What follows belongs to an exercise in optimizing a design on an open flow for small area and a short achievable clock period; a production flow would make more cautious choices. Power is estimated from default activity; no workload was simulated.

==> flow/design.v <==
module RAM_FINAL (
    input clk , rst , rx_valid ,
    input [0:9] din ,
    output reg tx_valid ,
    output reg [0:7] dout
);
reg [7:0] waddr, raddr;
reg [0:7] wdata;
reg [0:7] pf;
reg [2:0] q;
reg r;
reg ready;
wire clearing = ~ready;
reg wr_hit;
reg wr_flag;
reg [3:0] k;
reg rd_seen;
wire [3:0] k_next = {k[2] & k[1] & k[0], k[2] ^ (k[1] & k[0]), k[1] ^ k[0], ~k[0]};
wire [2:0] q_next = {q[2] ^ ~(q[1] | q[0]), q[1] ^ ~q[0], ~q[0]};
wire wr_now = wr_flag & ~k[3] & wr_hit;
wire [0:7] wval = clearing ? 8'd0 : wdata;
wire [0:7] wx = wval ^ {8{r}};
wire [0:7] last [0:31];
genvar g;
generate
    for (g = 0; g < 32; g = g + 1) begin : g_ring
        reg [0:7] s0, s1, s2, s3, s4, s5, s6, s7;
        wire sel = clearing | (wr_now & (waddr[7:3] == g));
        always @ (posedge clk)
        begin
            s0 <= ~(sel ? wx : s7);
            s1 <= s0;
            s2 <= s1;
            s3 <= s2;
            s4 <= s3;
            s5 <= s4;
            s6 <= s5;
            s7 <= s6;
        end
        assign last[g] = s7;
    end
endgenerate
wire [0:7] m1 [0:7];
wire [0:7] m2 [0:1];
genvar h;
generate
    for (h = 0; h < 8; h = h + 1) begin : g_m1
        assign m1[h] = last[4 * h + raddr[4:3]];
    end
    for (h = 0; h < 2; h = h + 1) begin : g_m2
        assign m2[h] = m1[4 * h + raddr[6:5]];
    end
endgenerate
wire [0:7] tap = m2[raddr[7]];
wire fwd = clearing | (wr_now & (waddr == raddr));
always @ (posedge clk or negedge rst)
begin
    if (!rst)
    begin
        q <= 3'd0;
        r <= 1'b0;
        ready <= 1'b0;
    end
    else
    begin
        q <= q_next;
        if (q == 3'd0) r <= ~r;
        if (q == 3'd1) ready <= 1'b1;
    end
end
reg [0:7] tq;
reg tq_ok;
always @ (posedge clk)
begin
    tq <= tap ^ {8{r}};
    tq_ok <= (raddr[2:0] == q) & ~fwd;
    if (fwd) pf <= wval;
    else if (tq_ok) pf <= tq;
end
always @ (posedge clk)
    wr_hit <= (waddr[2:0] == q_next);
always @ (posedge clk)
begin
    if (rx_valid && din[0:1] == 2'b01) wdata <= din[2:9];
    if (rx_valid && din[0:1] == 2'b11) dout <= pf;
end
always @ (posedge clk or negedge rst)
begin
    if (!rst)
    begin
        waddr <= 8'd0;
        raddr <= 8'd0;
        tx_valid <= 1'b0;
        k <= 4'd0;
        rd_seen <= 1'b0;
        wr_flag <= 1'b0;
    end
    else
    begin
        if (rx_valid)
        begin
            wr_flag <= (din[0:1] == 2'b01);
            case (din[0:1])
                2'b00: begin
                    waddr <= din[2:9];
                    tx_valid <= 1'b0;
                    k <= 4'd0;
                end
                2'b01: begin
                    tx_valid <= 1'b0;
                    k <= 4'd0;
                end
                2'b10: begin
                    raddr <= din[2:9];
                    k <= 4'd0;
                end
                2'b11: begin
                    tx_valid <= 1'b1;
                    rd_seen <= 1'b1;
                    if (!rd_seen) k <= 4'd0;
                end
            endcase
        end
        else if (!k[3])
        begin
            tx_valid <= rd_seen;
            k <= k_next;
        end
        else tx_valid <= 1'b0;
    end
end
endmodule
module SPI_SLAVE_FINAL(
    input MOSI , clk , rst ,
    tx_valid , ss_n ,
    input [0:7] tx_data ,
    output reg MISO , rx_valid ,
    output reg [0:9] rx_data );
reg [3:0] i;
reg [1:0] cs;
localparam IDLE = 2'b00,
CHK_CMD = 2'b01,
WRITE = 2'b10;
function [3:0] inc;
    input [3:0] v;
    case (v)
        4'd0: inc = 4'd1;
        4'd1: inc = 4'd2;
        4'd2: inc = 4'd3;
        4'd3: inc = 4'd4;
        4'd4: inc = 4'd5;
        4'd5: inc = 4'd6;
        4'd6: inc = 4'd7;
        4'd7: inc = 4'd8;
        4'd8: inc = 4'd9;
        default: inc = 4'd0;
    endcase
endfunction
wire send = (cs == CHK_CMD) & ~ss_n & tx_valid;
wire recv = (cs == WRITE) & (~ss_n | (i == 4'd9));
always @ (posedge clk)
begin
    if (cs == IDLE) i <= 4'd0;
    else if (send | (recv & ~ss_n)) i <= inc(i);
    if (cs == IDLE) rx_data <= 10'b0;
    else if (recv) rx_data <= {rx_data[1:9], MOSI};
end
always @ (posedge clk or negedge rst)
begin
if (!rst)
    begin
        MISO <= 1'b0;
        rx_valid <= 1'b0;
        cs <= IDLE;
    end
else
    begin
        rx_valid <= recv & (i == 4'd9);
        if (cs == IDLE) MISO <= 1'b0;
        else if (send) MISO <= ~i[3] & tx_data[i[2:0]];
        case (cs)
            CHK_CMD: cs <= ss_n ? IDLE : (tx_valid ? (i[3] ? IDLE : CHK_CMD) : WRITE);
            WRITE:   cs <= (ss_n | (i == 4'd9)) ? IDLE : WRITE;
            default: cs <= ss_n ? IDLE : CHK_CMD;
        endcase
    end
end
endmodule
module SPI_Wrapper_FINAL (
    input MOSI , clk , rst , ss_n ,
    output MISO );
wire [0:9] w1_rx_data;
wire [0:7] w2_tx_data;
wire tx_valid_w3;
wire rx_valid_w4;
SPI_SLAVE_FINAL SPI ( .MOSI(MOSI) , 
.clk(clk) , 
.rst(rst) , 
.tx_valid(tx_valid_w3) ,
.ss_n(ss_n) ,
.tx_data(w2_tx_data) , 
.MISO(MISO) , 
.rx_valid(rx_valid_w4) , 
.rx_data(w1_rx_data) );
RAM_FINAL u_Ram ( .clk(clk) ,
.rst(rst) , 
.rx_valid(rx_valid_w4) , 
.din(w1_rx_data) , 
.dout(w2_tx_data) , 
.tx_valid(tx_valid_w3) );
endmodule
clock: 7.5 ns
lec_check: 0
cap_margin: 15
cell_pad_in_sites_detail_placement: 1
core_margin: 2
core_utilization: 50
cts_cluster_diameter: 80
cts_cluster_size: 32
place_density: 0.6
setup_slack_margin: 4.85
slew_margin: 15
run.sh (not shown) runs the stock make flow with config.mk's settings and CLKGATE_MAP_FILE= SYNTH_SCRIPT=/design/flow/synth_recipe.tcl, a recipe that flattens the netlist after the stock synthesis.
Rerun with:
--- a/flow/design.v
+++ b/flow/design.v
@@ -9,15 +9,13 @@
 reg [0:7] pf;
 reg [2:0] q;
 reg r;
-reg ready;
-wire clearing = ~ready;
-reg wr_hit;
+reg clearing;
 reg wr_flag;
 reg [3:0] k;
 reg rd_seen;
 wire [3:0] k_next = {k[2] & k[1] & k[0], k[2] ^ (k[1] & k[0]), k[1] ^ k[0], ~k[0]};
 wire [2:0] q_next = {q[2] ^ ~(q[1] | q[0]), q[1] ^ ~q[0], ~q[0]};
-wire wr_now = wr_flag & ~k[3] & wr_hit;
+wire wr_now = wr_flag & ~k[3] & (waddr[2:0] == q);
 wire [0:7] wval = clearing ? 8'd0 : wdata;
 wire [0:7] wx = wval ^ {8{r}};
 wire [0:7] last [0:31];
@@ -57,15 +55,15 @@
 begin
     if (!rst)
     begin
-        q <= 3'd0;
+        q <= 3'd7;
         r <= 1'b0;
-        ready <= 1'b0;
+        clearing <= 1'b1;
     end
     else
     begin
         q <= q_next;
         if (q == 3'd0) r <= ~r;
-        if (q == 3'd1) ready <= 1'b1;
+        if (q == 3'd0) clearing <= 1'b0;
     end
 end
 reg [0:7] tq;
@@ -77,8 +75,6 @@
     if (fwd) pf <= wval;
     else if (tq_ok) pf <= tq;
 end
-always @ (posedge clk)
-    wr_hit <= (waddr[2:0] == q_next);
 always @ (posedge clk)
 begin
     if (rx_valid && din[0:1] == 2'b01) wdata <= din[2:9];
Area after synthesis fell by 0.47%.
Setup slack degrades by 0.037 ns.
Hold slack improves by 0.0085 ns.
Maximum frequency fell by 1.3%.
Design area stays flat.
Clock power is about the same.
Final cell count barely changes.
No functional check of the RTL was part of any run of this note.

==> static timing again, ports no longer ideal <==
Ports are ideal in the flow. The routed layouts listed here were re-timed in OpenROAD. Step 1 (the two cells are an assumption about what drives the block):
set clk [get_ports {clk}]
set_driving_cell -lib_cell sky130_fd_sc_hd__clkbuf_16 $clk
set_driving_cell -lib_cell sky130_fd_sc_hd__buf_2 [delete_from_list [all_inputs] $clk]
Step 2 moves the port delays by t, midway between the first and last clock arrival at a register: inputs arrive t later, outputs are due t later. That takes back most of the time a late clock gives input paths. Slacks: ideal / step 1 / step 2; pairs: ideal / step 1.
run | shift t [ns] | slack for setup (ns) | slew at the worst register clock pin (ns)
the first run | 0.730 | 4.802 / 4.739 / 4.252 | 0.12 / 0.12
the second run | 0.736 | 4.766 / 4.702 / 4.330 | 0.12 / 0.12
After both steps setup and hold are still met in every run listed. The setup slack of the first run, which loses most, moves by -0.063 ns with the drivers and by -0.550 ns with both steps.
